Background: an optimization exercise with open tools, aiming at small area and a short achievable clock period. Do not read the settings as production practice. RTL that was checked went through simulation tests only; none was proved equivalent to the original. Function not checked in run 1: the RTL went through the layout flow alone.

==> flow/design.v <==
`timescale 1ns/1ns
module datapath(
    input clk , rst , ldX , ldT , upd ,
    input signed [6:0] x1in , x2in ,
    input signed [1:0] tin ,
    output [1:0] tout ,
    output eq
);
    reg signed [6:0] x1 , x2 ;
    reg t1 ;
    reg [11:0] w1h , w2h ;
    reg [7:0] bhp ;
    wire ng = upd & tin[1] ;
    wire [11:0] w1n , w2n ;
    wire [7:0] bhn = bhp + {{6{ng}}, upd & ~tin[1], upd} ;
    wire [6:0] x1n = ldX ? x1in : x1 ;
    wire [6:0] x2n = ldX ? x2in : x2 ;
    always @(posedge clk, posedge rst) begin
        if (rst) begin
            x1 <= 0 ; x2 <= 0 ; t1 <= 0 ;
            w1h <= 0 ; w2h <= 0 ; bhp <= 8'd16 ;
        end else begin
            x1 <= x1n ; x2 <= x2n ;
            if (ldT) t1 <= tin[1] ;
            w1h <= w1n ; w2h <= w2n ; bhp <= bhn ;
        end
    end
    wire n1 = x1in[0] ^ tin[1];
    wire n2 = upd & n1;
    wire n3 = x1in[1] ^ tin[1];
    wire n4 = upd & n3;
    wire n5 = x1in[2] ^ tin[1];
    wire n6 = upd & n5;
    wire n7 = x1in[3] ^ tin[1];
    wire n8 = upd & n7;
    wire n9 = x1in[4] ^ tin[1];
    wire n10 = upd & n9;
    wire n11 = x1in[5] ^ tin[1];
    wire n12 = upd & n11;
    wire n13 = x1in[6] ^ tin[1];
    wire n14 = upd & n13;
    wire n15, n16;
    fa u_n15 (.a(w1h[0]), .b(n2), .c(ng), .s(n15), .co(n16));
    wire n17, n18;
    fa u_n17 (.a(w1h[1]), .b(n4), .c(n2), .s(n17), .co(n18));
    wire n19, n20;
    fa u_n19 (.a(w1h[2]), .b(n6), .c(n4), .s(n19), .co(n20));
    wire n21, n22;
    fa u_n21 (.a(w1h[3]), .b(n8), .c(n6), .s(n21), .co(n22));
    wire n23, n24;
    fa u_n23 (.a(w1h[4]), .b(n10), .c(n8), .s(n23), .co(n24));
    wire n25, n26;
    fa u_n25 (.a(w1h[5]), .b(n12), .c(n10), .s(n25), .co(n26));
    wire n27, n28;
    fa u_n27 (.a(w1h[6]), .b(n14), .c(n12), .s(n27), .co(n28));
    wire n29, n30;
    fa u_n29 (.a(w1h[7]), .b(n14), .c(n14), .s(n29), .co(n30));
    wire n31, n32;
    fa u_n31 (.a(w1h[8]), .b(n14), .c(n14), .s(n31), .co(n32));
    wire n33, n34;
    fa u_n33 (.a(w1h[9]), .b(n14), .c(n14), .s(n33), .co(n34));
    wire n35, n36;
    fa u_n35 (.a(w1h[10]), .b(n14), .c(n14), .s(n35), .co(n36));
    wire n37, n37_nc;
    fa u_n37 (.a(w1h[11]), .b(n14), .c(n14), .s(n37), .co(n37_nc));
    wire n38 = n15 & ng;
    wire n39 = n17 & n16;
    wire n40 = n19 & n18;
    wire n41 = n21 & n20;
    wire n42 = n23 & n22;
    wire n43 = n25 & n24;
    wire n44 = n27 & n26;
    wire n45 = n29 & n28;
    wire n46 = n31 & n30;
    wire n47 = n33 & n32;
    wire n48 = n35 & n34;
    wire n49 = n37 & n36;
    wire n50 = n15 ^ ng;
    wire n51 = n17 ^ n16;
    wire n52 = n19 ^ n18;
    wire n53 = n21 ^ n20;
    wire n54 = n23 ^ n22;
    wire n55 = n25 ^ n24;
    wire n56 = n27 ^ n26;
    wire n57 = n29 ^ n28;
    wire n58 = n31 ^ n30;
    wire n59 = n33 ^ n32;
    wire n60 = n35 ^ n34;
    wire n61 = n37 ^ n36;
    wire n62;
    ao21 u_n62 (.g(n38), .p(n50), .c(ng), .y(n62));
    wire n63;
    ao21 u_n63 (.g(n39), .p(n51), .c(n62), .y(n63));
    wire n64 = n51 & n50;
    wire n65;
    ao21 u_n65 (.g(n41), .p(n53), .c(n40), .y(n65));
    wire n66 = n53 & n52;
    wire n67;
    ao21 u_n67 (.g(n43), .p(n55), .c(n42), .y(n67));
    wire n68 = n55 & n54;
    wire n69;
    ao21 u_n69 (.g(n45), .p(n57), .c(n44), .y(n69));
    wire n70 = n57 & n56;
    wire n71;
    ao21 u_n71 (.g(n47), .p(n59), .c(n46), .y(n71));
    wire n72 = n59 & n58;
    wire n73;
    ao21 u_n73 (.g(n49), .p(n61), .c(n48), .y(n73));
    wire n74 = n61 & n60;
    wire n75;
    ao21 u_n75 (.g(n40), .p(n52), .c(n63), .y(n75));
    wire n76 = n52 & n64;
    wire n77;
    ao21 u_n77 (.g(n65), .p(n66), .c(n63), .y(n77));
    wire n78 = n66 & n64;
    wire n79;
    ao21 u_n79 (.g(n44), .p(n56), .c(n67), .y(n79));
    wire n80 = n56 & n68;
    wire n81;
    ao21 u_n81 (.g(n69), .p(n70), .c(n67), .y(n81));
    wire n82 = n70 & n68;
    wire n83;
    ao21 u_n83 (.g(n48), .p(n60), .c(n71), .y(n83));
    wire n84 = n60 & n72;
    wire n85;
    ao21 u_n85 (.g(n73), .p(n74), .c(n71), .y(n85));
    wire n86 = n74 & n72;
    wire n87;
    ao21 u_n87 (.g(n42), .p(n54), .c(n77), .y(n87));
    wire n88 = n54 & n78;
    wire n89;
    ao21 u_n89 (.g(n67), .p(n68), .c(n77), .y(n89));
    wire n90 = n68 & n78;
    wire n91;
    ao21 u_n91 (.g(n79), .p(n80), .c(n77), .y(n91));
    wire n92 = n80 & n78;
    wire n93;
    ao21 u_n93 (.g(n81), .p(n82), .c(n77), .y(n93));
    wire n94 = n82 & n78;
    wire n95;
    ao21 u_n95 (.g(n46), .p(n58), .c(n93), .y(n95));
    wire n96 = n58 & n94;
    wire n97;
    ao21 u_n97 (.g(n71), .p(n72), .c(n93), .y(n97));
    wire n98 = n72 & n94;
    wire n99;
    ao21 u_n99 (.g(n83), .p(n84), .c(n93), .y(n99));
    wire n100 = n84 & n94;
    wire n101;
    ao21 u_n101 (.g(n85), .p(n86), .c(n93), .y(n101));
    wire n102 = n86 & n94;
    wire n103 = n50 ^ ng;
    wire n104 = n51 ^ n62;
    wire n105 = n52 ^ n63;
    wire n106 = n53 ^ n75;
    wire n107 = n54 ^ n77;
    wire n108 = n55 ^ n87;
    wire n109 = n56 ^ n89;
    wire n110 = n57 ^ n91;
    wire n111 = n58 ^ n93;
    wire n112 = n59 ^ n95;
    wire n113 = n60 ^ n97;
    wire n114 = n61 ^ n99;
    wire n115 = x2in[0] ^ tin[1];
    wire n116 = upd & n115;
    wire n117 = x2in[1] ^ tin[1];
    wire n118 = upd & n117;
    wire n119 = x2in[2] ^ tin[1];
    wire n120 = upd & n119;
    wire n121 = x2in[3] ^ tin[1];
    wire n122 = upd & n121;
    wire n123 = x2in[4] ^ tin[1];
    wire n124 = upd & n123;
    wire n125 = x2in[5] ^ tin[1];
    wire n126 = upd & n125;
    wire n127 = x2in[6] ^ tin[1];
    wire n128 = upd & n127;
    wire n129, n130;
    fa u_n129 (.a(w2h[0]), .b(n116), .c(ng), .s(n129), .co(n130));
    wire n131, n132;
    fa u_n131 (.a(w2h[1]), .b(n118), .c(n116), .s(n131), .co(n132));
    wire n133, n134;
    fa u_n133 (.a(w2h[2]), .b(n120), .c(n118), .s(n133), .co(n134));
    wire n135, n136;
    fa u_n135 (.a(w2h[3]), .b(n122), .c(n120), .s(n135), .co(n136));
    wire n137, n138;
    fa u_n137 (.a(w2h[4]), .b(n124), .c(n122), .s(n137), .co(n138));
    wire n139, n140;
    fa u_n139 (.a(w2h[5]), .b(n126), .c(n124), .s(n139), .co(n140));
    wire n141, n142;
    fa u_n141 (.a(w2h[6]), .b(n128), .c(n126), .s(n141), .co(n142));
    wire n143, n144;
    fa u_n143 (.a(w2h[7]), .b(n128), .c(n128), .s(n143), .co(n144));
    wire n145, n146;
    fa u_n145 (.a(w2h[8]), .b(n128), .c(n128), .s(n145), .co(n146));
    wire n147, n148;
    fa u_n147 (.a(w2h[9]), .b(n128), .c(n128), .s(n147), .co(n148));
    wire n149, n150;
    fa u_n149 (.a(w2h[10]), .b(n128), .c(n128), .s(n149), .co(n150));
    wire n151, n151_nc;
    fa u_n151 (.a(w2h[11]), .b(n128), .c(n128), .s(n151), .co(n151_nc));
    wire n152 = n129 & ng;
    wire n153 = n131 & n130;
    wire n154 = n133 & n132;
    wire n155 = n135 & n134;
    wire n156 = n137 & n136;
    wire n157 = n139 & n138;
    wire n158 = n141 & n140;
    wire n159 = n143 & n142;
    wire n160 = n145 & n144;
    wire n161 = n147 & n146;
    wire n162 = n149 & n148;
    wire n163 = n151 & n150;
    wire n164 = n129 ^ ng;
    wire n165 = n131 ^ n130;
    wire n166 = n133 ^ n132;
    wire n167 = n135 ^ n134;
    wire n168 = n137 ^ n136;
    wire n169 = n139 ^ n138;
    wire n170 = n141 ^ n140;
    wire n171 = n143 ^ n142;
    wire n172 = n145 ^ n144;
    wire n173 = n147 ^ n146;
    wire n174 = n149 ^ n148;
    wire n175 = n151 ^ n150;
    wire n176;
    ao21 u_n176 (.g(n152), .p(n164), .c(ng), .y(n176));
    wire n177;
    ao21 u_n177 (.g(n153), .p(n165), .c(n176), .y(n177));
    wire n178 = n165 & n164;
    wire n179;
    ao21 u_n179 (.g(n155), .p(n167), .c(n154), .y(n179));
    wire n180 = n167 & n166;
    wire n181;
    ao21 u_n181 (.g(n157), .p(n169), .c(n156), .y(n181));
    wire n182 = n169 & n168;
    wire n183;
    ao21 u_n183 (.g(n159), .p(n171), .c(n158), .y(n183));
    wire n184 = n171 & n170;
    wire n185;
    ao21 u_n185 (.g(n161), .p(n173), .c(n160), .y(n185));
    wire n186 = n173 & n172;
    wire n187;
    ao21 u_n187 (.g(n163), .p(n175), .c(n162), .y(n187));
    wire n188 = n175 & n174;
    wire n189;
    ao21 u_n189 (.g(n154), .p(n166), .c(n177), .y(n189));
    wire n190 = n166 & n178;
    wire n191;
    ao21 u_n191 (.g(n179), .p(n180), .c(n177), .y(n191));
    wire n192 = n180 & n178;
    wire n193;
    ao21 u_n193 (.g(n158), .p(n170), .c(n181), .y(n193));
    wire n194 = n170 & n182;
    wire n195;
    ao21 u_n195 (.g(n183), .p(n184), .c(n181), .y(n195));
    wire n196 = n184 & n182;
    wire n197;
    ao21 u_n197 (.g(n162), .p(n174), .c(n185), .y(n197));
    wire n198 = n174 & n186;
    wire n199;
    ao21 u_n199 (.g(n187), .p(n188), .c(n185), .y(n199));
    wire n200 = n188 & n186;
    wire n201;
    ao21 u_n201 (.g(n156), .p(n168), .c(n191), .y(n201));
    wire n202 = n168 & n192;
    wire n203;
    ao21 u_n203 (.g(n181), .p(n182), .c(n191), .y(n203));
    wire n204 = n182 & n192;
    wire n205;
    ao21 u_n205 (.g(n193), .p(n194), .c(n191), .y(n205));
    wire n206 = n194 & n192;
    wire n207;
    ao21 u_n207 (.g(n195), .p(n196), .c(n191), .y(n207));
    wire n208 = n196 & n192;
    wire n209;
    ao21 u_n209 (.g(n160), .p(n172), .c(n207), .y(n209));
    wire n210 = n172 & n208;
    wire n211;
    ao21 u_n211 (.g(n185), .p(n186), .c(n207), .y(n211));
    wire n212 = n186 & n208;
    wire n213;
    ao21 u_n213 (.g(n197), .p(n198), .c(n207), .y(n213));
    wire n214 = n198 & n208;
    wire n215;
    ao21 u_n215 (.g(n199), .p(n200), .c(n207), .y(n215));
    wire n216 = n200 & n208;
    wire n217 = n164 ^ ng;
    wire n218 = n165 ^ n176;
    wire n219 = n166 ^ n177;
    wire n220 = n167 ^ n189;
    wire n221 = n168 ^ n191;
    wire n222 = n169 ^ n201;
    wire n223 = n170 ^ n203;
    wire n224 = n171 ^ n205;
    wire n225 = n172 ^ n207;
    wire n226 = n173 ^ n209;
    wire n227 = n174 ^ n211;
    wire n228 = n175 ^ n213;
    wire n229 = w1h[0] & w2h[0];
    wire n230 = w1h[1] & w2h[1];
    wire n231 = w1h[2] & w2h[2];
    wire n232 = w1h[3] & w2h[3];
    wire n233 = w1h[4] & w2h[4];
    wire n234 = w1h[5] & w2h[5];
    wire n235 = w1h[6] & w2h[6];
    wire n236 = w1h[7] & w2h[7];
    wire n237 = w1h[8] & w2h[8];
    wire n238 = w1h[9] & w2h[9];
    wire n239 = w1h[10] & w2h[10];
    wire n240 = w1h[11] & w2h[11];
    wire n241 = w1h[11] & w2h[11];
    wire n242 = w1h[0] ^ w2h[0];
    wire n243 = w1h[1] ^ w2h[1];
    wire n244 = w1h[2] ^ w2h[2];
    wire n245 = w1h[3] ^ w2h[3];
    wire n246 = w1h[4] ^ w2h[4];
    wire n247 = w1h[5] ^ w2h[5];
    wire n248 = w1h[6] ^ w2h[6];
    wire n249 = w1h[7] ^ w2h[7];
    wire n250 = w1h[8] ^ w2h[8];
    wire n251 = w1h[9] ^ w2h[9];
    wire n252 = w1h[10] ^ w2h[10];
    wire n253 = w1h[11] ^ w2h[11];
    wire n254 = w1h[11] ^ w2h[11];
    wire n255;
    ao21 u_n255 (.g(n230), .p(n243), .c(n229), .y(n255));
    wire n256 = n243 & n242;
    wire n257;
    ao21 u_n257 (.g(n232), .p(n245), .c(n231), .y(n257));
    wire n258 = n245 & n244;
    wire n259;
    ao21 u_n259 (.g(n234), .p(n247), .c(n233), .y(n259));
    wire n260 = n247 & n246;
    wire n261;
    ao21 u_n261 (.g(n236), .p(n249), .c(n235), .y(n261));
    wire n262 = n249 & n248;
    wire n263;
    ao21 u_n263 (.g(n238), .p(n251), .c(n237), .y(n263));
    wire n264 = n251 & n250;
    wire n265;
    ao21 u_n265 (.g(n240), .p(n253), .c(n239), .y(n265));
    wire n266 = n253 & n252;
    wire n267;
    ao21 u_n267 (.g(n231), .p(n244), .c(n255), .y(n267));
    wire n268 = n244 & n256;
    wire n269;
    ao21 u_n269 (.g(n257), .p(n258), .c(n255), .y(n269));
    wire n270 = n258 & n256;
    wire n271;
    ao21 u_n271 (.g(n235), .p(n248), .c(n259), .y(n271));
    wire n272 = n248 & n260;
    wire n273;
    ao21 u_n273 (.g(n261), .p(n262), .c(n259), .y(n273));
    wire n274 = n262 & n260;
    wire n275;
    ao21 u_n275 (.g(n239), .p(n252), .c(n263), .y(n275));
    wire n276 = n252 & n264;
    wire n277;
    ao21 u_n277 (.g(n265), .p(n266), .c(n263), .y(n277));
    wire n278 = n266 & n264;
    wire n279;
    ao21 u_n279 (.g(n233), .p(n246), .c(n269), .y(n279));
    wire n280 = n246 & n270;
    wire n281;
    ao21 u_n281 (.g(n259), .p(n260), .c(n269), .y(n281));
    wire n282 = n260 & n270;
    wire n283;
    ao21 u_n283 (.g(n271), .p(n272), .c(n269), .y(n283));
    wire n284 = n272 & n270;
    wire n285;
    ao21 u_n285 (.g(n273), .p(n274), .c(n269), .y(n285));
    wire n286 = n274 & n270;
    wire n287;
    ao21 u_n287 (.g(n241), .p(n254), .c(n277), .y(n287));
    wire n288 = n254 & n278;
    wire n289;
    ao21 u_n289 (.g(n237), .p(n250), .c(n285), .y(n289));
    wire n290 = n250 & n286;
    wire n291;
    ao21 u_n291 (.g(n263), .p(n264), .c(n285), .y(n291));
    wire n292 = n264 & n286;
    wire n293;
    ao21 u_n293 (.g(n275), .p(n276), .c(n285), .y(n293));
    wire n294 = n276 & n286;
    wire n295;
    ao21 u_n295 (.g(n277), .p(n278), .c(n285), .y(n295));
    wire n296 = n278 & n286;
    wire n297;
    ao21 u_n297 (.g(n287), .p(n288), .c(n285), .y(n297));
    wire n298 = n288 & n286;
    wire n299 = n243 ^ n229;
    wire n300 = n244 ^ n255;
    wire n301 = n245 ^ n267;
    wire n302 = n246 ^ n269;
    wire n303 = n247 ^ n279;
    wire n304 = n248 ^ n281;
    wire n305 = n249 ^ n283;
    wire n306 = n250 ^ n285;
    wire n307 = n251 ^ n289;
    wire n308 = n252 ^ n291;
    wire n309 = n253 ^ n293;
    wire n310 = n254 ^ n295;
    wire n311 = x1n[0] ? (x2n[0] ? n300 : w1h[2]) : (x2n[0] & w2h[2]);
    wire n312 = x1n[0] ? (x2n[0] ? n301 : w1h[3]) : (x2n[0] & w2h[3]);
    wire n313 = x1n[0] ? (x2n[0] ? n302 : w1h[4]) : (x2n[0] & w2h[4]);
    wire n314 = x1n[0] ? (x2n[0] ? n303 : w1h[5]) : (x2n[0] & w2h[5]);
    wire n315 = x1n[0] ? (x2n[0] ? n304 : w1h[6]) : (x2n[0] & w2h[6]);
    wire n316 = x1n[0] ? (x2n[0] ? n305 : w1h[7]) : (x2n[0] & w2h[7]);
    wire n317 = x1n[0] ? (x2n[0] ? n306 : w1h[8]) : (x2n[0] & w2h[8]);
    wire n318 = x1n[0] ? (x2n[0] ? n307 : w1h[9]) : (x2n[0] & w2h[9]);
    wire n319 = x1n[0] ? (x2n[0] ? n308 : w1h[10]) : (x2n[0] & w2h[10]);
    wire n320 = x1n[0] ? (x2n[0] ? n309 : w1h[11]) : (x2n[0] & w2h[11]);
    wire n321 = x1n[0] ? (x2n[0] ? n310 : w1h[11]) : (x2n[0] & w2h[11]);
    wire n322 = ~n321;
    wire n323 = x1n[1] ? (x2n[1] ? n299 : w1h[1]) : (x2n[1] & w2h[1]);
    wire n324 = x1n[1] ? (x2n[1] ? n300 : w1h[2]) : (x2n[1] & w2h[2]);
    wire n325 = x1n[1] ? (x2n[1] ? n301 : w1h[3]) : (x2n[1] & w2h[3]);
    wire n326 = x1n[1] ? (x2n[1] ? n302 : w1h[4]) : (x2n[1] & w2h[4]);
    wire n327 = x1n[1] ? (x2n[1] ? n303 : w1h[5]) : (x2n[1] & w2h[5]);
    wire n328 = x1n[1] ? (x2n[1] ? n304 : w1h[6]) : (x2n[1] & w2h[6]);
    wire n329 = x1n[1] ? (x2n[1] ? n305 : w1h[7]) : (x2n[1] & w2h[7]);
    wire n330 = x1n[1] ? (x2n[1] ? n306 : w1h[8]) : (x2n[1] & w2h[8]);
    wire n331 = x1n[1] ? (x2n[1] ? n307 : w1h[9]) : (x2n[1] & w2h[9]);
    wire n332 = x1n[1] ? (x2n[1] ? n308 : w1h[10]) : (x2n[1] & w2h[10]);
    wire n333 = x1n[1] ? (x2n[1] ? n309 : w1h[11]) : (x2n[1] & w2h[11]);
    wire n334 = x1n[1] ? (x2n[1] ? n310 : w1h[11]) : (x2n[1] & w2h[11]);
    wire n335 = ~n334;
    wire n336 = x1n[2] ? (x2n[2] ? n242 : w1h[0]) : (x2n[2] & w2h[0]);
    wire n337 = x1n[2] ? (x2n[2] ? n299 : w1h[1]) : (x2n[2] & w2h[1]);
    wire n338 = x1n[2] ? (x2n[2] ? n300 : w1h[2]) : (x2n[2] & w2h[2]);
    wire n339 = x1n[2] ? (x2n[2] ? n301 : w1h[3]) : (x2n[2] & w2h[3]);
    wire n340 = x1n[2] ? (x2n[2] ? n302 : w1h[4]) : (x2n[2] & w2h[4]);
    wire n341 = x1n[2] ? (x2n[2] ? n303 : w1h[5]) : (x2n[2] & w2h[5]);
    wire n342 = x1n[2] ? (x2n[2] ? n304 : w1h[6]) : (x2n[2] & w2h[6]);
    wire n343 = x1n[2] ? (x2n[2] ? n305 : w1h[7]) : (x2n[2] & w2h[7]);
    wire n344 = x1n[2] ? (x2n[2] ? n306 : w1h[8]) : (x2n[2] & w2h[8]);
    wire n345 = x1n[2] ? (x2n[2] ? n307 : w1h[9]) : (x2n[2] & w2h[9]);
    wire n346 = x1n[2] ? (x2n[2] ? n308 : w1h[10]) : (x2n[2] & w2h[10]);
    wire n347 = x1n[2] ? (x2n[2] ? n309 : w1h[11]) : (x2n[2] & w2h[11]);
    wire n348 = x1n[2] ? (x2n[2] ? n310 : w1h[11]) : (x2n[2] & w2h[11]);
    wire n349 = ~n348;
    wire n350 = x1n[3] ? (x2n[3] ? n242 : w1h[0]) : (x2n[3] & w2h[0]);
    wire n351 = x1n[3] ? (x2n[3] ? n299 : w1h[1]) : (x2n[3] & w2h[1]);
    wire n352 = x1n[3] ? (x2n[3] ? n300 : w1h[2]) : (x2n[3] & w2h[2]);
    wire n353 = x1n[3] ? (x2n[3] ? n301 : w1h[3]) : (x2n[3] & w2h[3]);
    wire n354 = x1n[3] ? (x2n[3] ? n302 : w1h[4]) : (x2n[3] & w2h[4]);
    wire n355 = x1n[3] ? (x2n[3] ? n303 : w1h[5]) : (x2n[3] & w2h[5]);
    wire n356 = x1n[3] ? (x2n[3] ? n304 : w1h[6]) : (x2n[3] & w2h[6]);
    wire n357 = x1n[3] ? (x2n[3] ? n305 : w1h[7]) : (x2n[3] & w2h[7]);
    wire n358 = x1n[3] ? (x2n[3] ? n306 : w1h[8]) : (x2n[3] & w2h[8]);
    wire n359 = x1n[3] ? (x2n[3] ? n307 : w1h[9]) : (x2n[3] & w2h[9]);
    wire n360 = x1n[3] ? (x2n[3] ? n308 : w1h[10]) : (x2n[3] & w2h[10]);
    wire n361 = x1n[3] ? (x2n[3] ? n309 : w1h[11]) : (x2n[3] & w2h[11]);
    wire n362 = x1n[3] ? (x2n[3] ? n310 : w1h[11]) : (x2n[3] & w2h[11]);
    wire n363 = ~n362;
    wire n364 = x1n[4] ? (x2n[4] ? n242 : w1h[0]) : (x2n[4] & w2h[0]);
    wire n365 = x1n[4] ? (x2n[4] ? n299 : w1h[1]) : (x2n[4] & w2h[1]);
    wire n366 = x1n[4] ? (x2n[4] ? n300 : w1h[2]) : (x2n[4] & w2h[2]);
    wire n367 = x1n[4] ? (x2n[4] ? n301 : w1h[3]) : (x2n[4] & w2h[3]);
    wire n368 = x1n[4] ? (x2n[4] ? n302 : w1h[4]) : (x2n[4] & w2h[4]);
    wire n369 = x1n[4] ? (x2n[4] ? n303 : w1h[5]) : (x2n[4] & w2h[5]);
    wire n370 = x1n[4] ? (x2n[4] ? n304 : w1h[6]) : (x2n[4] & w2h[6]);
    wire n371 = x1n[4] ? (x2n[4] ? n305 : w1h[7]) : (x2n[4] & w2h[7]);
    wire n372 = x1n[4] ? (x2n[4] ? n306 : w1h[8]) : (x2n[4] & w2h[8]);
    wire n373 = x1n[4] ? (x2n[4] ? n307 : w1h[9]) : (x2n[4] & w2h[9]);
    wire n374 = x1n[4] ? (x2n[4] ? n308 : w1h[10]) : (x2n[4] & w2h[10]);
    wire n375 = x1n[4] ? (x2n[4] ? n309 : w1h[11]) : (x2n[4] & w2h[11]);
    wire n376 = x1n[5] ? (x2n[5] ? n242 : w1h[0]) : (x2n[5] & w2h[0]);
    wire n377 = x1n[5] ? (x2n[5] ? n299 : w1h[1]) : (x2n[5] & w2h[1]);
    wire n378 = x1n[5] ? (x2n[5] ? n300 : w1h[2]) : (x2n[5] & w2h[2]);
    wire n379 = x1n[5] ? (x2n[5] ? n301 : w1h[3]) : (x2n[5] & w2h[3]);
    wire n380 = x1n[5] ? (x2n[5] ? n302 : w1h[4]) : (x2n[5] & w2h[4]);
    wire n381 = x1n[5] ? (x2n[5] ? n303 : w1h[5]) : (x2n[5] & w2h[5]);
    wire n382 = x1n[5] ? (x2n[5] ? n304 : w1h[6]) : (x2n[5] & w2h[6]);
    wire n383 = x1n[5] ? (x2n[5] ? n305 : w1h[7]) : (x2n[5] & w2h[7]);
    wire n384 = x1n[5] ? (x2n[5] ? n306 : w1h[8]) : (x2n[5] & w2h[8]);
    wire n385 = x1n[5] ? (x2n[5] ? n307 : w1h[9]) : (x2n[5] & w2h[9]);
    wire n386 = x1n[5] ? (x2n[5] ? n308 : w1h[10]) : (x2n[5] & w2h[10]);
    wire n387 = x1n[6] ? (x2n[6] ? n242 : w1h[0]) : (x2n[6] & w2h[0]);
    wire n388 = ~n387;
    wire n389 = x1n[6] ? (x2n[6] ? n299 : w1h[1]) : (x2n[6] & w2h[1]);
    wire n390 = ~n389;
    wire n391 = x1n[6] ? (x2n[6] ? n300 : w1h[2]) : (x2n[6] & w2h[2]);
    wire n392 = ~n391;
    wire n393 = x1n[6] ? (x2n[6] ? n301 : w1h[3]) : (x2n[6] & w2h[3]);
    wire n394 = ~n393;
    wire n395 = x1n[6] ? (x2n[6] ? n302 : w1h[4]) : (x2n[6] & w2h[4]);
    wire n396 = ~n395;
    wire n397 = x1n[6] ? (x2n[6] ? n303 : w1h[5]) : (x2n[6] & w2h[5]);
    wire n398 = ~n397;
    wire n399 = x1n[6] ? (x2n[6] ? n304 : w1h[6]) : (x2n[6] & w2h[6]);
    wire n400 = ~n399;
    wire n401 = x1n[6] ? (x2n[6] ? n305 : w1h[7]) : (x2n[6] & w2h[7]);
    wire n402 = ~n401;
    wire n403 = x1n[6] ? (x2n[6] ? n306 : w1h[8]) : (x2n[6] & w2h[8]);
    wire n404 = ~n403;
    wire n405 = x1n[6] ? (x2n[6] ? n307 : w1h[9]) : (x2n[6] & w2h[9]);
    wire n406 = ~n405;
    wire n407 = x1n[0] & w1h[0];
    wire n408 = x2n[0] & w2h[0];
    wire n409 = x1n[1] & w1h[0];
    wire n410 = x1n[0] & w1h[1];
    wire n411 = x2n[1] & w2h[0];
    wire n412 = x2n[0] & w2h[1];
    wire n413 = n409 & n410;
    wire n414 = n411 & n412;
    wire n415 = n409 & n411;
    wire n416 = ~n415;
    wire n417 = n410 & n412;
    wire n418 = ~n417;
    wire n419 = n410 ^ n412;
    wire n420 = n407 & n408 & n419;
    wire n421 = ~n420;
    wire n422 = 1'b1;
    wire n423 = 1'b1;
    wire n424 = 1'b1;
    wire n425, n426;
    fa u_n425 (.a(n422), .b(n311), .c(n323), .s(n425), .co(n426));
    wire n427, n428;
    fa u_n427 (.a(n336), .b(n413), .c(n414), .s(n427), .co(n428));
    wire n429, n430;
    fa u_n429 (.a(n416), .b(n418), .c(n421), .s(n429), .co(n430));
    wire n431, n432;
    fa u_n431 (.a(n425), .b(n427), .c(n429), .s(n431), .co(n432));
    wire n433, n434;
    fa u_n433 (.a(n312), .b(n324), .c(n337), .s(n433), .co(n434));
    wire n435, n436;
    fa u_n435 (.a(n350), .b(n426), .c(n428), .s(n435), .co(n436));
    wire n437, n438;
    fa u_n437 (.a(n430), .b(n433), .c(n435), .s(n437), .co(n438));
    wire n439, n440;
    fa u_n439 (.a(n423), .b(n313), .c(n325), .s(n439), .co(n440));
    wire n441, n442;
    fa u_n441 (.a(n338), .b(n351), .c(n364), .s(n441), .co(n442));
    wire n443, n444;
    fa u_n443 (.a(n434), .b(n439), .c(n441), .s(n443), .co(n444));
    wire n445, n446;
    fa u_n445 (.a(n436), .b(n443), .c(n438), .s(n445), .co(n446));
    wire n447, n448;
    fa u_n447 (.a(n424), .b(n314), .c(n326), .s(n447), .co(n448));
    wire n449, n450;
    fa u_n449 (.a(n339), .b(n352), .c(n365), .s(n449), .co(n450));
    wire n451, n452;
    fa u_n451 (.a(n376), .b(n440), .c(n442), .s(n451), .co(n452));
    wire n453, n454;
    fa u_n453 (.a(n447), .b(n449), .c(n451), .s(n453), .co(n454));
    wire n457, n458;
    fa u_n457 (.a(n315), .b(n327), .c(n340), .s(n457), .co(n458));
    wire n459, n460;
    fa u_n459 (.a(n353), .b(n366), .c(n377), .s(n459), .co(n460));
    wire n461, n462;
    fa u_n461 (.a(n388), .b(n448), .c(n450), .s(n461), .co(n462));
    wire n463, n464;
    fa u_n463 (.a(n457), .b(n459), .c(n452), .s(n463), .co(n464));
    wire n465, n466;
    fa u_n465 (.a(n461), .b(n454), .c(n463), .s(n465), .co(n466));
    wire n467, n468;
    fa u_n467 (.a(n316), .b(n328), .c(n341), .s(n467), .co(n468));
    wire n469, n470;
    fa u_n469 (.a(n354), .b(n367), .c(n378), .s(n469), .co(n470));
    wire n471, n472;
    fa u_n471 (.a(n390), .b(n458), .c(n460), .s(n471), .co(n472));
    wire n473, n474;
    fa u_n473 (.a(n467), .b(n469), .c(n462), .s(n473), .co(n474));
    wire n475, n476;
    fa u_n475 (.a(n471), .b(n464), .c(n473), .s(n475), .co(n476));
    wire n477, n478;
    fa u_n477 (.a(bhp[0]), .b(n317), .c(n329), .s(n477), .co(n478));
    wire n479, n480;
    fa u_n479 (.a(n342), .b(n355), .c(n368), .s(n479), .co(n480));
    wire n481, n482;
    fa u_n481 (.a(n379), .b(n392), .c(n468), .s(n481), .co(n482));
    wire n483, n484;
    fa u_n483 (.a(n470), .b(n477), .c(n479), .s(n483), .co(n484));
    wire n485, n486;
    fa u_n485 (.a(n472), .b(n481), .c(n483), .s(n485), .co(n486));
    wire n489, n490;
    fa u_n489 (.a(bhp[1]), .b(n318), .c(n330), .s(n489), .co(n490));
    wire n491, n492;
    fa u_n491 (.a(n343), .b(n356), .c(n369), .s(n491), .co(n492));
    wire n493, n494;
    fa u_n493 (.a(n380), .b(n394), .c(n478), .s(n493), .co(n494));
    wire n495, n496;
    fa u_n495 (.a(n480), .b(n489), .c(n491), .s(n495), .co(n496));
    wire n497, n498;
    fa u_n497 (.a(n482), .b(n493), .c(n484), .s(n497), .co(n498));
    wire n499, n500;
    fa u_n499 (.a(n495), .b(n486), .c(n497), .s(n499), .co(n500));
    wire n501, n502;
    fa u_n501 (.a(bhp[2]), .b(n319), .c(n331), .s(n501), .co(n502));
    wire n503, n504;
    fa u_n503 (.a(n344), .b(n357), .c(n370), .s(n503), .co(n504));
    wire n505, n506;
    fa u_n505 (.a(n381), .b(n396), .c(n490), .s(n505), .co(n506));
    wire n507, n508;
    fa u_n507 (.a(n492), .b(n501), .c(n503), .s(n507), .co(n508));
    wire n509, n510;
    fa u_n509 (.a(n494), .b(n505), .c(n496), .s(n509), .co(n510));
    wire n511, n512;
    fa u_n511 (.a(n507), .b(n498), .c(n509), .s(n511), .co(n512));
    wire n513, n514;
    fa u_n513 (.a(bhp[3]), .b(n320), .c(n332), .s(n513), .co(n514));
    wire n515, n516;
    fa u_n515 (.a(n345), .b(n358), .c(n371), .s(n515), .co(n516));
    wire n517, n518;
    fa u_n517 (.a(n382), .b(n398), .c(n502), .s(n517), .co(n518));
    wire n519, n520;
    fa u_n519 (.a(n504), .b(n513), .c(n515), .s(n519), .co(n520));
    wire n521, n522;
    fa u_n521 (.a(n506), .b(n517), .c(n508), .s(n521), .co(n522));
    wire n523, n524;
    fa u_n523 (.a(n519), .b(n510), .c(n521), .s(n523), .co(n524));
    wire n525, n526;
    fa u_n525 (.a(bhp[4]), .b(n322), .c(n333), .s(n525), .co(n526));
    wire n527, n528;
    fa u_n527 (.a(n346), .b(n359), .c(n372), .s(n527), .co(n528));
    wire n529, n530;
    fa u_n529 (.a(n383), .b(n400), .c(n514), .s(n529), .co(n530));
    wire n531, n532;
    fa u_n531 (.a(n516), .b(n525), .c(n527), .s(n531), .co(n532));
    wire n533, n534;
    fa u_n533 (.a(n518), .b(n529), .c(n520), .s(n533), .co(n534));
    wire n535, n536;
    fa u_n535 (.a(n531), .b(n522), .c(n533), .s(n535), .co(n536));
    wire n537, n538;
    fa u_n537 (.a(bhp[5]), .b(n335), .c(n347), .s(n537), .co(n538));
    wire n539, n540;
    fa u_n539 (.a(n360), .b(n373), .c(n384), .s(n539), .co(n540));
    wire n541, n542;
    fa u_n541 (.a(n402), .b(n526), .c(n528), .s(n541), .co(n542));
    wire n543, n544;
    fa u_n543 (.a(n537), .b(n539), .c(n530), .s(n543), .co(n544));
    wire n545, n546;
    fa u_n545 (.a(n541), .b(n532), .c(n534), .s(n545), .co(n546));
    wire n549, n550;
    fa u_n549 (.a(bhp[6]), .b(n349), .c(n361), .s(n549), .co(n550));
    wire n551, n552;
    fa u_n551 (.a(n374), .b(n385), .c(n404), .s(n551), .co(n552));
    wire n553, n554;
    fa u_n553 (.a(n538), .b(n540), .c(n549), .s(n553), .co(n554));
    wire n555, n556;
    fa u_n555 (.a(n551), .b(n542), .c(n553), .s(n555), .co(n556));
    wire n559, n559_nc;
    fa u_n559 (.a(bhp[7]), .b(n363), .c(n375), .s(n559), .co(n559_nc));
    wire n560, n560_nc;
    fa u_n560 (.a(n386), .b(n406), .c(n550), .s(n560), .co(n560_nc));
    wire n561, n561_nc;
    fa u_n561 (.a(n552), .b(n559), .c(n560), .s(n561), .co(n561_nc));
    wire n562, n562_nc;
    fa u_n562 (.a(n554), .b(n556), .c(n561), .s(n562), .co(n562_nc));
    assign w1n = {n114, n113, n112, n111, n110, n109, n108, n107, n106, n105, n104, n103} ;
    assign w2n = {n228, n227, n226, n225, n224, n223, n222, n221, n220, n219, n218, n217} ;
    reg [26:0] cs ;
    always @(posedge clk, posedge rst) begin
        if (rst) cs <= 27'b011101010110111010001010010 ;
        else cs <= {n431, n445, n562, n535, n524, n523, n512, n511, n500, n499, n475, n466, n465, n437, n432, n546, n555, n544, n545, n536, n543, n476, n485, n474, n446, n453, n444} ;
    end
    wire n455, n456;
    fa u_n455 (.a(cs[0]), .b(cs[1]), .c(cs[2]), .s(n455), .co(n456));
    wire n487, n488;
    fa u_n487 (.a(cs[3]), .b(cs[4]), .c(cs[5]), .s(n487), .co(n488));
    wire n547, n548;
    fa u_n547 (.a(cs[6]), .b(cs[7]), .c(cs[8]), .s(n547), .co(n548));
    wire n557, n558;
    fa u_n557 (.a(cs[9]), .b(cs[10]), .c(cs[11]), .s(n557), .co(n558));
    wire n563 = cs[12] & cs[13];
    wire n564 = cs[12] ^ cs[13];
    wire n565 = n456 & cs[14];
    wire n566 = n456 ^ cs[14];
    wire n567 = cs[15] & cs[16];
    wire n568 = cs[15] ^ cs[16];
    wire n569 = n488 & cs[17];
    wire n570 = n488 ^ cs[17];
    wire n571 = cs[18] & cs[19];
    wire n572 = cs[18] ^ cs[19];
    wire n573 = cs[20] & cs[21];
    wire n574 = cs[20] ^ cs[21];
    wire n575 = cs[22] & cs[23];
    wire n576 = cs[22] ^ cs[23];
    wire n577 = n548 & n557;
    wire n578 = n548 ^ n557;
    wire n579 = n558 & cs[24];
    wire n580 = n558 ^ cs[24];
    wire n581 = cs[25] & n563;
    wire n582 = cs[25] & n564;
    wire n583 = n582 & cs[26];
    wire n584;
    ao21 u_n584 (.g(n567), .p(n568), .c(n565), .y(n584));
    wire n585 = n568 & n566;
    wire n586 = n585 & n455;
    wire n587;
    ao21 u_n587 (.g(n584), .p(n586), .c(n581), .y(n587));
    wire n588 = n586 & n583;
    wire n589;
    ao21 u_n589 (.g(n571), .p(n572), .c(n569), .y(n589));
    wire n590 = n572 & n570;
    wire n591 = n590 & n487;
    wire n592;
    ao21 u_n592 (.g(n575), .p(n576), .c(n573), .y(n592));
    wire n593 = n576 & n574;
    wire n594 = n578 & n547;
    wire n595;
    ao21 u_n595 (.g(n577), .p(n594), .c(n592), .y(n595));
    wire n596 = n594 & n593;
    wire n597;
    ao21 u_n597 (.g(n595), .p(n596), .c(n589), .y(n597));
    wire n598 = n596 & n591;
    wire n599;
    ao21 u_n599 (.g(n597), .p(n598), .c(n587), .y(n599));
    wire n600 = n598 & n588;
    wire n601, n601_nc;
    fa u_n601 (.a(n558), .b(cs[24]), .c(n599), .s(n601), .co(n601_nc));
    assign eq = ~(n601 ^ t1) ;
    assign tout = { n601 , 1'b1 } ;
endmodule
module ao21(input g, p, c, output y);
    assign y = g | p & c ;
endmodule
module fa(input a, b, c, output s, co);
    assign s = a ^ b ^ c ;
    assign co = a & b | a & c | b & c ;
endmodule
`timescale 1ns/1ns
module controller(
    input clk , rst , eq , start , EOF , EOI ,
    output ldX , ldT , upd , updating ,
    output reg learned
);
    reg [2:0] ps, ns;
    localparam [2:0] idle = 0, starting = 1, toLearn = 2, getX = 3, update = 4, test = 5;
    always @(*) begin
        case (ps)
            idle     : ns = start ? starting : idle;
            starting : ns = learned ? test : toLearn;
            toLearn  : ns = getX;
            getX     : ns = EOF ? starting : (eq ? getX : update);
            update   : ns = getX;
            test     : ns = EOI ? idle : test;
            default  : ns = idle;
        endcase
    end
    assign ldX = (ps == getX) | (ps == test);
    assign ldT = (ps == getX);
    assign upd = (ps == getX) & ~EOF & ~eq;
    assign updating = (ps == getX) & ~eq;
    always @(posedge clk, posedge rst) begin
        if (rst) learned <= 1'b0;
        else if (ns == toLearn) learned <= 1'b1;
        else if (ns == update) learned <= 1'b0;
    end
    always @(posedge clk, posedge rst) begin
        if (rst) ps <= idle;
        else ps <= ns;
    end
endmodule
`timescale 1ns/1ns
module neuron(
    input clk , rst , start , EOI , EOF ,
    input signed [6:0] x1 , x2 ,
    input signed [1:0] tin ,
    output learned , updating ,
    output signed [1:0] tout
);
    wire ldX, ldT, upd, eq;
    datapath dp(
        .clk(clk), .rst(rst), .ldX(ldX), .ldT(ldT), .upd(upd),
        .x1in(x1), .x2in(x2), .tin(tin), .tout(tout), .eq(eq)
    );
    controller ct(
        .clk(clk), .rst(rst), .eq(eq), .start(start), .EOF(EOF), .EOI(EOI),
        .ldX(ldX), .ldT(ldT), .upd(upd), .updating(updating), .learned(learned)
    );
endmodule
==> flow/run.sh <==
#!/bin/bash
# synth_recipe.tcl (not shown) runs the flow's synth.tcl, then flattens the netlist and writes it again
# the make line also repeats each setting of config.mk as NAME=value (left out here)
make -C /OpenROAD-flow-scripts/flow DESIGN_CONFIG=/design/flow/config.mk WORK_HOME=/design/flow/orfs CLKGATE_MAP_FILE= SYNTH_SCRIPT=/design/flow/synth_recipe.tcl finish
==> flow/config.mk <==
export PLATFORM = sky130hd
export DESIGN_NAME = neuron
export DESIGN_NICKNAME = neuron
export VERILOG_FILES = /design/flow/design.v
export SDC_FILE = /design/flow/constraint.sdc
export NUM_CORES = 4
export LEC_CHECK = 0
export CAP_MARGIN = 20
export CORE_MARGIN = 2
export CORE_UTILIZATION = 40
export SETUP_SLACK_MARGIN = 5
export SLEW_MARGIN = 20
export SYNTH_HIERARCHICAL = 1
==> flow/constraint.sdc <==
create_clock -name core_clock -period 9.5 [get_ports {clk}]
set_input_delay 1.9000 -clock core_clock [delete_from_list [all_inputs] [get_ports {clk}]]
set_output_delay 1.9000 -clock core_clock [all_outputs]
set_load 0.01 [all_outputs]
==> summary.txt, run 1 <==
CP Launch Type=flip-flop; syn_area_per_cell=9.80 sq um; max-slew violations=0; worst setup path class=flip-flop to flip-flop; Final Hold Viols=0; Crit. Startpoint=dp.cs[10]; reg2reg start=dp.cs[10]; Finished Cell Area=around 10,000 sq um; GR Util met3=3.13%; post-DR wirelength/cell=19.1 microns; GRT Util Overall=21.6%; Starting Density=roughly 41%; remaining global-route overflow=0; Post-synth EDFFs=0; Port Buf Inserts=22; largest net degree at the start of global routing=74; register area share after synthesis=roughly a quarter; Die W=approximately 150 microns; Yosys top cell by area=fa_1; met1 global-route usage=29.2%; final worst-path cycle share=56.0%; Max Cap Viol=0; outcome=timing/DRC/antenna clean; Clock Path Buffers=2; area grow syn2layout=26.9%; Final TNS setup=0 ns; Die Y=roughly 150 microns; die area=roughly 21,000 sq um; global-route wire length before repair=35.6 mm; relative slew slack=approximately two fifths; Tmin final=5.32 ns; H-tree levels=3; Skew-Pair Late Insertion Delay=0.35 ns; final WL=22.6 mm; antenna-violating nets left=0; DR pass1 iterations=5; share of cells above drive strength 1=29.8%; DR vias=roughly 6,400; Worst Skew=0.0113 ns; Crit. End Element=flip-flop; RSZ-0062 raised after global routing=true; Main synth FF type=dfrtp_1; Mapped Area=8020 sq um; R2R depth=21; I/O pin cnt=25; Final nets=about 1,100; vias per cell=5.39; GRT Max-Usage Layer=met2; commonest cells after routing, fill and taps aside=nand2_1, fa_1, buf_4; Starting DRT DRC Count=490; CTS Root Cell=clkbuf_16; n_diodes=0; fraction of registers with async set/reset=100%; Yosys cell types=48; fmax=roughly 0.19 GHz; Row Count=51; CP arrival=approximately 5.6 ns; reg2reg setup slack=4.18 ns; grt met2 use=33.4%; DP Area=8440 sq um; total number of yosys warnings=8; reg2reg end=dp.w2h[11]; initial antenna violation count=0; worst min path class=flip-flop to flip-flop; Worst Tran Pin Value=just over 0.9 ns; final setup fails=0; CTS Buf Count=9; FF+latch count, synth=77; gp weighted congestion=0.911; CTS tree=built; CP Data Required Time=9.74 ns; synth top area cells=fa_1, dfrtp_1, ha_1; DRC=0; vias in the first global route=6,529; clock sink total=77; clock-pin slew on the worst setup and hold paths=0.06 ns; cell count after synthesis=818; worst-path fanout max=4; Post-DP HPWL=15.2 mm; top cell type's share of synthesized area=24.2%; CP Capture Point=dp.w2h[11]; Core Area=19,600 sq um
==> worst min path at each step <==
stage	startpoint	to	cells after the start
2_1_floorplan	dp.bhp[7]	dp.bhp[7]	1
3_3_place_gp	dp.bhp[7]	dp.bhp[7]	1
3_5_place_dp	dp.bhp[7]	dp.bhp[7]	1
4_1_cts	dp.bhp[7]	dp.bhp[7]	1
5_1_grt	dp.bhp[7]	dp.bhp[7]	1
6_report	dp.bhp[7]	dp.bhp[7]	1
==> logic make-up after synthesis <==
family,after synthesis,share of synthesized area (%)
simple gates,222,12.8
fa+ha+maj,141,31.1
flops,77,24.3
buf+inv,59,4.04
other cells,1,0.0468
compound gates,231,17.1
xor+xnor,61,6.67
mux,26,4.00
==> Yosys stat by module, one instance, submodules excluded, excerpt <==
| module | copies in the design | cells | area (sq um) | flops+latches |
|---|---|---|---|---|
| controller | 1 | 31 | 263 | 4 |
| datapath | 1 | 628 | 5360 | 73 |
| ao21 | 63 | 1 | 7.51 | 0 |
| fa | 96 | 1 | 20.0 | 0 |
==> routing by layer <==
layer	routed length (microns)	share of wire, %
met1	9700	43
met3	1350	6.0
met4	1060	4.7
met2	10500	46
met5	0	0
==> registers in the layout (all words and copies together), names as in the netlist <==
| name | flops |
|---|---|
| dp.w2h | 12 |
| ct.ps | 3 |
| dp.cs | 26 |
| dp.w1h | 12 |
| dp.x2 | 7 |
| ct.learned | 1 |
| dp.bhp | 8 |
| dp.t1 | 1 |
| dp.x1 | 7 |
==> synth_stat cells, types with 2 or more instances <==
master,instances
clkbuf_1,11
mux2i_1,19
o21a_1,5
nand4_1,3
nor3_1,2
nand2_1,81
xnor2_1,23
dfstp_2,15
fa_1,97
o21ai_0,60
inv_2,5
buf_2,11
buf_6,6
ha_1,44
nor2_2,2
nor2_1,74
dfrtp_1,62
a211oi_1,9
xor2_1,38
nor2b_1,4
buf_4,7
a21oi_1,64
and3_1,12
o21ai_1,24
and2_1,36
inv_1,16
and4_1,2
mux2i_4,4
a21o_1,63
==> stage by stage <==
step	std cells	hold WS, ns	utilization [%]	worst slack (ns)
after global routing	1188	0.535	51.9	3.95
final	1188	0.508	51.9	4.18
after detailed placement	1079	0.499	43.1	3.52
after floorplan	821	0.480	-	4.22
after global placement	1079	0.503	43.1	3.55
after CTS	1161	0.511	49.1	4.23
==> critical path, stage by stage, from the launching register on <==
cell	delay, ns
dfstp_2	0.53
fa_1	0.42
ha_1	0.30
and2_4	0.14
and3_4	0.14
and4_1	0.14
a21o_1	0.20
fa_2	0.62
xnor2_4	0.10
nor3_4	0.21
buf_8	0.18
buf_12	0.12
and2_4	0.17
fa_1	0.46
ha_4	0.27
a21o_1	0.19
a21o_1	0.18
a21o_1	0.19
a21o_1	0.20
a21o_1	0.19
xnor2_2	0.14
xnor2_1	0.12
==> timing repair <==
item / in CTS / in global routing
setup buffers: 58 / 25
gates resized for setup: 106 / 106
hold buffers: 0 / 0
pin swaps: 43 / 46
endpoints found under the hold margin: 0 / 0
cloned: 8 / 2
setup endpoints to repair: 54 / 44
==> area by class of cell <==
cell class | count | area [sq um]
Clock inverter | 7 | 66.3
Fill cell | 1763 | 9420
Sequential cell | 77 | 1960
Timing Repair Buffer | 118 | 1100
Inverter | 22 | 105
Clock buffer | 9 | 225
Tap cell | 265 | 332
Multi-Input combinational cell | 690 | 6380
==> run 2: changes to the inputs <==
--- a/flow/design.v
+++ b/flow/design.v
@@ -546,4 +546,6 @@
     wire n453, n454;
     fa u_n453 (.a(n447), .b(n449), .c(n451), .s(n453), .co(n454));
+    wire n455, n456;
+    fa u_n455 (.a(n444), .b(n453), .c(n446), .s(n455), .co(n456));
     wire n457, n458;
     fa u_n457 (.a(n315), .b(n327), .c(n340), .s(n457), .co(n458));
@@ -576,4 +578,6 @@
     wire n485, n486;
     fa u_n485 (.a(n472), .b(n481), .c(n483), .s(n485), .co(n486));
+    wire n487, n488;
+    fa u_n487 (.a(n474), .b(n485), .c(n476), .s(n487), .co(n488));
     wire n489, n490;
     fa u_n489 (.a(bhp[1]), .b(n318), .c(n330), .s(n489), .co(n490));
@@ -634,4 +638,6 @@
     wire n545, n546;
     fa u_n545 (.a(n541), .b(n532), .c(n534), .s(n545), .co(n546));
+    wire n547, n548;
+    fa u_n547 (.a(n543), .b(n536), .c(n545), .s(n547), .co(n548));
     wire n549, n550;
     fa u_n549 (.a(bhp[6]), .b(n349), .c(n361), .s(n549), .co(n550));
@@ -642,4 +648,6 @@
     wire n555, n556;
     fa u_n555 (.a(n551), .b(n542), .c(n553), .s(n555), .co(n556));
+    wire n557, n558;
+    fa u_n557 (.a(n544), .b(n555), .c(n546), .s(n557), .co(n558));
     wire n559, n559_nc;
     fa u_n559 (.a(bhp[7]), .b(n363), .c(n375), .s(n559), .co(n559_nc));
@@ -652,42 +660,34 @@
     assign w1n = {n114, n113, n112, n111, n110, n109, n108, n107, n106, n105, n104, n103} ;
     assign w2n = {n228, n227, n226, n225, n224, n223, n222, n221, n220, n219, n218, n217} ;
-    reg [26:0] cs ;
+    reg [22:0] cs ;
     always @(posedge clk, posedge rst) begin
-        if (rst) cs <= 27'b011101010110111010001010010 ;
-        else cs <= {n431, n445, n562, n535, n524, n523, n512, n511, n500, n499, n475, n466, n465, n437, n432, n546, n555, n544, n545, n536, n543, n476, n485, n474, n446, n453, n444} ;
+        if (rst) cs <= 23'b11101101010101010101011 ;
+        else cs <= {n547, n487, n455, n431, n445, n562, n558, n557, n548, n535, n524, n523, n512, n511, n500, n499, n488, n475, n466, n465, n456, n437, n432} ;
     end
-    wire n455, n456;
-    fa u_n455 (.a(cs[0]), .b(cs[1]), .c(cs[2]), .s(n455), .co(n456));
-    wire n487, n488;
-    fa u_n487 (.a(cs[3]), .b(cs[4]), .c(cs[5]), .s(n487), .co(n488));
-    wire n547, n548;
-    fa u_n547 (.a(cs[6]), .b(cs[7]), .c(cs[8]), .s(n547), .co(n548));
-    wire n557, n558;
-    fa u_n557 (.a(cs[9]), .b(cs[10]), .c(cs[11]), .s(n557), .co(n558));
-    wire n563 = cs[12] & cs[13];
-    wire n564 = cs[12] ^ cs[13];
-    wire n565 = n456 & cs[14];
-    wire n566 = n456 ^ cs[14];
-    wire n567 = cs[15] & cs[16];
-    wire n568 = cs[15] ^ cs[16];
-    wire n569 = n488 & cs[17];
-    wire n570 = n488 ^ cs[17];
-    wire n571 = cs[18] & cs[19];
-    wire n572 = cs[18] ^ cs[19];
-    wire n573 = cs[20] & cs[21];
-    wire n574 = cs[20] ^ cs[21];
-    wire n575 = cs[22] & cs[23];
-    wire n576 = cs[22] ^ cs[23];
-    wire n577 = n548 & n557;
-    wire n578 = n548 ^ n557;
-    wire n579 = n558 & cs[24];
-    wire n580 = n558 ^ cs[24];
-    wire n581 = cs[25] & n563;
-    wire n582 = cs[25] & n564;
-    wire n583 = n582 & cs[26];
+    wire n563 = cs[0] & cs[1];
+    wire n564 = cs[0] ^ cs[1];
+    wire n565 = cs[2] & cs[3];
+    wire n566 = cs[2] ^ cs[3];
+    wire n567 = cs[4] & cs[5];
+    wire n568 = cs[4] ^ cs[5];
+    wire n569 = cs[6] & cs[7];
+    wire n570 = cs[6] ^ cs[7];
+    wire n571 = cs[8] & cs[9];
+    wire n572 = cs[8] ^ cs[9];
+    wire n573 = cs[10] & cs[11];
+    wire n574 = cs[10] ^ cs[11];
+    wire n575 = cs[12] & cs[13];
+    wire n576 = cs[12] ^ cs[13];
+    wire n577 = cs[14] & cs[15];
+    wire n578 = cs[14] ^ cs[15];
+    wire n579 = cs[16] & cs[17];
+    wire n580 = cs[16] ^ cs[17];
+    wire n581 = cs[18] & n563;
+    wire n582 = cs[18] & n564;
+    wire n583 = n582 & cs[19];
     wire n584;
     ao21 u_n584 (.g(n567), .p(n568), .c(n565), .y(n584));
     wire n585 = n568 & n566;
-    wire n586 = n585 & n455;
+    wire n586 = n585 & cs[20];
     wire n587;
     ao21 u_n587 (.g(n584), .p(n586), .c(n581), .y(n587));
@@ -696,9 +696,9 @@
     ao21 u_n589 (.g(n571), .p(n572), .c(n569), .y(n589));
     wire n590 = n572 & n570;
-    wire n591 = n590 & n487;
+    wire n591 = n590 & cs[21];
     wire n592;
     ao21 u_n592 (.g(n575), .p(n576), .c(n573), .y(n592));
     wire n593 = n576 & n574;
-    wire n594 = n578 & n547;
+    wire n594 = n578 & cs[22];
     wire n595;
     ao21 u_n595 (.g(n577), .p(n594), .c(n592), .y(n595));
@@ -711,5 +711,5 @@
     wire n600 = n598 & n588;
     wire n601, n601_nc;
-    fa u_n601 (.a(n558), .b(cs[24]), .c(n599), .s(n601), .co(n601_nc));
+    fa u_n601 (.a(cs[16]), .b(cs[17]), .c(n599), .s(n601), .co(n601_nc));
     assign eq = ~(n601 ^ t1) ;
     assign tout = { n601 , 1'b1 } ;
==> run 2 against run 1 <==
  * Still clean on timing, DRC and antenna
  * Global-route usage is 2.0 points higher
  * Register-to-register slack improved by 0.64 ns
  * Area after synthesis is 1.2% lower
  * Clock skew shrank 0.00067 ns
  * Synthesized cell count is 0.49% lower
  * Cell count is 2.8% higher
  * Routed wire length up 4.8%
  * Critical path type is now primary input to flip-flop
  * Largest cell class unchanged
==> summary.txt, run 2 <==
antenna-violating nets left=0; Yosys cell types=between 40 and 50; CP arrival=around 4.9 ns; CP Data Required Time=9.74 ns; Top Layer Used=met4; Starting Density=40.7%; commonest cells after routing, fill and taps aside=buf_4, nand2_1, nor2_1; remaining global-route overflow=0; final WL=23.7 mm; Final TNS setup=0 ns; n_diodes=0; multi-input logic area=6680 sq um; Mapped Area=7920 sq um; I/O pin cnt=25; CTS Buf Count=9; Storage cell area=1870 sq um; post-synthesis mux area share=4.05%; Met1 Routed Length=9.80 mm; Crit. End Element=flip-flop; clock-pin slew on the worst setup and hold paths=0.06 ns; post-synthesis adder-cell area fraction=approximately a third; top cell type's share of synthesized area=roughly a quarter; initial antenna violation count=0; pre-CTS setup slack=3.47 ns; max-slew violations=0; most frequent cell after synthesis=fa_1; Largest Register=dp.cs; largest family of logic cells by synthesized area=adder cells; Core Area=19,500 sq um; CTS tree=built; Final nets=1,113; vias per cell=5.48; Fillers=approximately 1,700; register area share after synthesis=23.3%; met3 wire length=around 1.4 mm; Max Cap Viol=0; setup slack after layout=4.81 ns; Row Count=51; Die Y=145 microns; CP Launch Type=primary input; final setup fails=0; met2 wire length=11.5 mm; most common cell after layout, fill and taps aside=buf_4; final worst-path cycle share=49.3%; reg2reg setup slack=4.82 ns; DP Area=8450 sq um; DR vias=6,690; die area=20,900 sq um; worst setup path class=primary input to flip-flop; Main synth FF type=dfrtp_1; max FFs per register=22; synth top area cells=fa_1, dfrtp_1, ha_1; DRC=0; vias in the first global route=between 6,000 and 7,000; GRT Util Overall=23.6%; Final Hold Viols=0; Synth Area in XOR/XNOR=under 10%; Tmin final=4.69 ns; Die W=145 microns; Post-synth EDFFs=0; largest net degree at the start of global routing=70; Worst Tran Pin Value=0.918 ns; RSZ-0062 raised after global routing=true; clock sink total=73; hold buffers post-CTS=0; relative slew slack=38.8%; outcome=timing/DRC/antenna clean; Starting DRT DRC Count=between 400 and 500; CTS Root Cell=clkbuf_16; Port Buf Inserts=22; Largest regs=dp.cs: 22 flops, dp.w1h: 12 flops, dp.w2h: 12 flops; global-route wire length before repair=between 30 and 40 mm; DR pass1 iterations=5; total number of yosys warnings=8; post-DR wirelength/cell=19.4 microns; complex-gate fraction of the synthesized area=17.3%; Skew-Pair Late Insertion Delay=around 0.35 ns; fraction of registers with async set/reset=100%; area grow syn2layout=34.9%; Finished Cell Area=10,700 sq um; gp weighted congestion=0.918; Clock Path Buffers=2; syn_area_per_cell=9.72 sq um; Finished Core Util=54.8%; Worst Skew=0.0106 ns; Yosys top cell by area=fa_1; H-tree levels=3; worst-path fanout max=10; cell count after synthesis=814; share of cells above drive strength 1=36.6%; most frequent cells after synthesis=fa_1, nand2_1, nor2_1; worst min path class=flip-flop to flip-flop; fmax=0.213 GHz; Post-DP HPWL=15.2 mm; FF+latch count, synth=73; simple-gate share of the synthesized area=12.9%
## run 2: worst paths after layout
path | cells after the start | from | to
max in group asynchronous | 3 | rst | dp.w1h[7]
worst min-delay path | 1 | dp.bhp[7] | dp.bhp[7]
worst max-delay path | 13 | tin[1] | dp.w2h[11]
worst min register to register | 1 | dp.bhp[7] | dp.bhp[7]
min in group asynchronous | 2 | rst | ct.ps[1]
worst max register to register | 20 | dp.cs[13] | dp.w2h[11]
## run 2: final cells by class
type	count	area share, %
Clock buffer	12	2.31
Tap cell	265	3.11
Clock inverter	4	0.492
Timing Repair Buffer	151	13.2
Sequential cell	73	17.5
Multi-Input combinational cell	694	62.5
Inverter	22	0.891
## run 2: cells by family after synthesis
family                     after synthesis
muxes                                   26
AOI/OAI and AO/OA                      231
xor gates and xnor gates                61
and+or+nand+nor                        222
adders and majority gates              141
other                                    1
buffers and inverters                   59
DFF                                     73
## run 2: timing repair
action | CTS | global route
endpoints found under the setup margin | 46 | 32
buffers inserted | 78 | 45
cloned | 7 | 3
gates resized for setup | 176 | 88
pin swaps | 60 | 55
## run 2: worst max-delay path, stage by stage
cell	delay [ns]
clkdlybuf4s50_1	0.50
buf_12	0.16
buf_4	0.15
xor2_1	0.25
and2_4	0.21
fa_1	0.45
ha_4	0.24
a21o_1	0.19
a21o_1	0.19
a21o_1	0.21
a21o_1	0.20
xnor2_2	0.14
xnor2_1	0.12
## run 2: modules after synthesis, one instance, submodules excluded, excerpt
| module | cells inside | flops+latches |
|---|---|---|
| datapath | 624 | 69 |
| controller | 31 | 4 |
| fa | 1 | 0 |
| ao21 | 1 | 0 |
## run 2: through the flow
| step | cells | hold WS, ns |
|---|---|---|
| floorplan | 817 | 0.480 |
| CTS | 1173 | 0.511 |
| global placement | 1072 | 0.503 |
| global route | 1221 | 0.555 |
| detailed placement | 1072 | 0.500 |
| finish | 1221 | 0.516 |
## run 2: layer usage
layer,global-route usage (%),vias up
met4,11.0,0
met5,0,-
li1,-,3049
met3,3.69,72
met2,38.8,272
met1,30.7,3297
==> run 3: changes to the inputs <==
--- a/flow/config.mk
+++ b/flow/config.mk
@@ -12,2 +12,3 @@
 export SLEW_MARGIN = 20
 export SYNTH_HIERARCHICAL = 1
+export TNS_END_PERCENT = 5
==> run 3 against run 2 <==
  * Hold slack better by 0.0039 ns
  * Highest routed layer unchanged
  * Non-clock buffer count is 29 lower
  * Die area stayed put
  * Still clean on timing, DRC and antenna
  * Largest cell class unchanged
  * Utilization shrank 4.0 points
  * Clock-buffer cell count increased by 1
  * Cell count down 2.8%
  * Synthesized cell count stayed put
  * Area after synthesis did not move
==> summary.txt, run 3 <==
outcome=timing/DRC/antenna clean; global-route wire length before repair=36.3 mm; CP Data Required Time=about 7.6 ns; Largest regs=dp.cs: 22 flops, dp.w1h: 12 flops, dp.w2h: 12 flops; fmax=about 0.21 GHz; CP peak stage delay=0.61 ns; Port Buf Inserts=22; top cell type's share of synthesized area=24.5%; post-DR wirelength/cell=~19 microns; DP Area=around 8400 sq um; reg2reg start=dp.cs[15]; syn_area_per_cell=9.72 sq um; pre-CTS setup slack=around 3.3 ns; antenna-violating nets left=0; Clock Path Buffers=2; largest net degree at the start of global routing=70; CP dominant cell by count=a21o_1; Finished Cell Area=~10000 sq um; initial antenna violation count=0; Die Y=145 microns; Largest Register=dp.cs; Starting DRT DRC Count=603; register area share after synthesis=23.3%; placed cell count=approximately 1,100; DR vias=6,392; synth top area cells=fa_1, dfrtp_1, ha_1; cell count after synthesis=814; Yosys top cell by area=fa_1; CTS Root Cell=clkbuf_16; fraction of registers with async set/reset=100%; gp weighted congestion=0.893; Post-DP HPWL=15.2 mm; Levels on crit path=7; Main synth FF type=dfrtp_1; I/O pin cnt=25; worst min path class=flip-flop to flip-flop; Post-synth EDFFs=0; Worst Tran Pin Value=0.908 ns; worst path cell trace=ha_4 > and2_4 > a21o_1 > a21o_1 > a21o_1 > fa_2 > clkdlybuf4s50_1; most frequent cells after synthesis=fa_1, nand2_1, nor2_1; CP Launch Type=flip-flop; area grow syn2layout=25.1%; worst setup path class=flip-flop to output port; Top Family by Delay on Critical Path=adder cells; clock-pin slew on the worst setup and hold paths=0.06 ns; n_diodes=0; Final TNS setup=0 ns; RSZ-0062 raised after global routing=true; setup slack after layout=approximately 4.7 ns; final setup fails=0; Final Hold Viols=0; vias per cell=5.39; final worst-path cycle share=50.3%; Fillers=1,814; max-slew violations=0; R2R depth=20; reg2reg end=dp.w2h[9]; clock sink total=73; Worst Skew=approximately 0.013 ns; Crit. End Element=output port; remaining global-route overflow=0; CTS tree=built; Core Area=19,500 sq um; max FFs per register=22; commonest cells after routing, fill and taps aside=buf_4, fa_1, nand2_1; Die W=145 microns; relative slew slack=between 30% and 40%; most frequent cell after synthesis=fa_1; DR pass1 iterations=5; CP Capture Point=tout[1]; DRC=0; final WL=22.6 mm; Final nets=around 1,100; Yosys cell types=between 40 and 50; Storage cell area=1860 sq um; reg2reg setup slack=4.76 ns; Starting Density=40.7%; CP bufs+invs=1; FF+latch count, synth=73; Max Cap Viol=0; Crit. Startpoint=dp.cs[15]; Mapped Area=7920 sq um; multi-input logic area=6280 sq um; vias in the first global route=6,491; H-tree levels=3; CP arrival=2.88 ns; die area=20,900 sq um; Skew-Pair Late Insertion Delay=0.35 ns; Tmin final=4.78 ns; share of cells above drive strength 1=25.8%; Row Count=51; GRT Util Overall=about 23%; CTS Buf Count=9; Crit-path slowest cell=fa_2; post-route insts no fill=1,187; worst-path fanout max=2; most common cell after layout, fill and taps aside=buf_4; total number of yosys warnings=8
-- run 3: cell type report --
| cell class | count | area share [%] |
|---|---|---|
| Multi-Input combinational cell | 689 | 63.5 |
| Tap cell | 265 | 3.35 |
| Clock inverter | 3 | 0.442 |
| Clock buffer | 13 | 2.43 |
| Inverter | 22 | 1.09 |
| Sequential cell | 73 | 18.7 |
| Timing Repair Buffer | 122 | 10.5 |
-- run 3: timing repair --
item                       4_1_cts  5_1_grt
setup endpoints to repair       46       37
buffers inserted                73       11
resized for setup              130       24
pin swaps                       42       18
hold buffers                     0        0
gates cloned                    11        0
-- run 3: Yosys stat by module (local to each module, per instance), a selection --
| module | copies in the design | cells |
|---|---|---|
| fa | 96 | 1 |
| ao21 | 63 | 1 |
| controller | 1 | 31 |
| datapath | 1 | 624 |
-- run 3: routing by layer --
metal	global-route usage (%)	vias up	wire length [microns]
li1	-	2978	-
met1	31.7	3098	9690
met2	36.6	255	10500
met3	3.42	61	1440
met4	10.8	0	951
met5	0	-	0
-- run 3: kinds of logic (layout without fill, tap and decap cells) --
| logic type | after synthesis | count (layout) | share of synthesized area (%) |
|---|---|---|---|
| AOI/OAI and AO/OA | 231 | 231 | 17.3 |
| xor gates and xnor gates | 61 | 61 | 6.75 |
| adders and majority gates | 141 | 141 | 31.5 |
| buffers and inverters | 59 | 160 | 4.09 |
| DFF | 73 | 73 | 23.3 |
| muxes | 26 | 29 | 4.05 |
| other | 1 | 4 | 0.0474 |
| and+or+nand+nor | 222 | 223 | 12.9 |
-- run 3: metrics by stage --
stage	utilization (%)	hold slack, ns
floorplan	-	0.480
global placement	43.1	0.506
detailed placement	43.1	0.505
CTS	49.7	0.522
global route	50.9	0.574
finish	50.9	0.520
-- run 3: worst register-to-register path, stage by stage (launching register included) --
cell and delay (ns):
dfstp_2 0.54, ha_4 0.19, and2_4 0.15, a21o_1 0.17, a21o_1 0.14, a21o_1 0.17, fa_2 0.61, xnor2_4 0.10
nor3_4 0.19, buf_6 0.21, buf_6 0.12, and2_4 0.16, fa_1 0.47, ha_4 0.24, a21o_1 0.17, a21o_1 0.18
a21o_1 0.19, a21o_1 0.19, buf_4 0.14, a21o_1 0.15, xor2_1 0.14
-- run 3: worst min path at each step --
stage / cells past startpoint / from / to
after floorplan: 1 / dp.bhp[7] / dp.bhp[7]
after global routing: 2 / dp.x2[4] / dp.x2[4]
after global placement: 1 / dp.bhp[7] / dp.bhp[7]
final: 1 / dp.bhp[7] / dp.bhp[7]
after CTS: 1 / dp.bhp[7] / dp.bhp[7]
after detailed placement: 1 / dp.bhp[7] / dp.bhp[7]

[port drivers added, routing unchanged]
The flow's constraints put no driver on any port. The routed layouts listed below were extracted and timed again, unchanged, in two steps. Step 1 sets driving cells, clkbuf_16 on the clock port and buf_2 on the other inputs (assumed; they add their load-dependent delay and slew). Step 2, shift: input delay + t, output delay - t, t = (earliest + latest rising clock arrival at the registers) / 2. This alone moves slack from input paths to output paths. Slacks: no drivers / after step 1 / after step 2; pairs: no drivers / after step 1.
run	t, ns	setup WS [ns]	clock arrival spread, ns	slew at the worst register clock pin (ns)	worst slew at a driven data input, ns
run 1	0.394	4.182 / 4.182 / 4.182	0.011 / 0.012	0.06 / 0.06	0.04
run 2	0.394	4.815 / 4.801 / 4.436	0.010 / 0.010	0.06 / 0.06	0.06
run 3	0.389	4.720 / 4.677 / 4.351	0.013 / 0.013	0.06 / 0.06	0.06
After both steps every run listed still meets setup and hold. The setup slack of run 2, which loses most, moves by -0.014 ns with the drivers and by -0.379 ns with both steps.
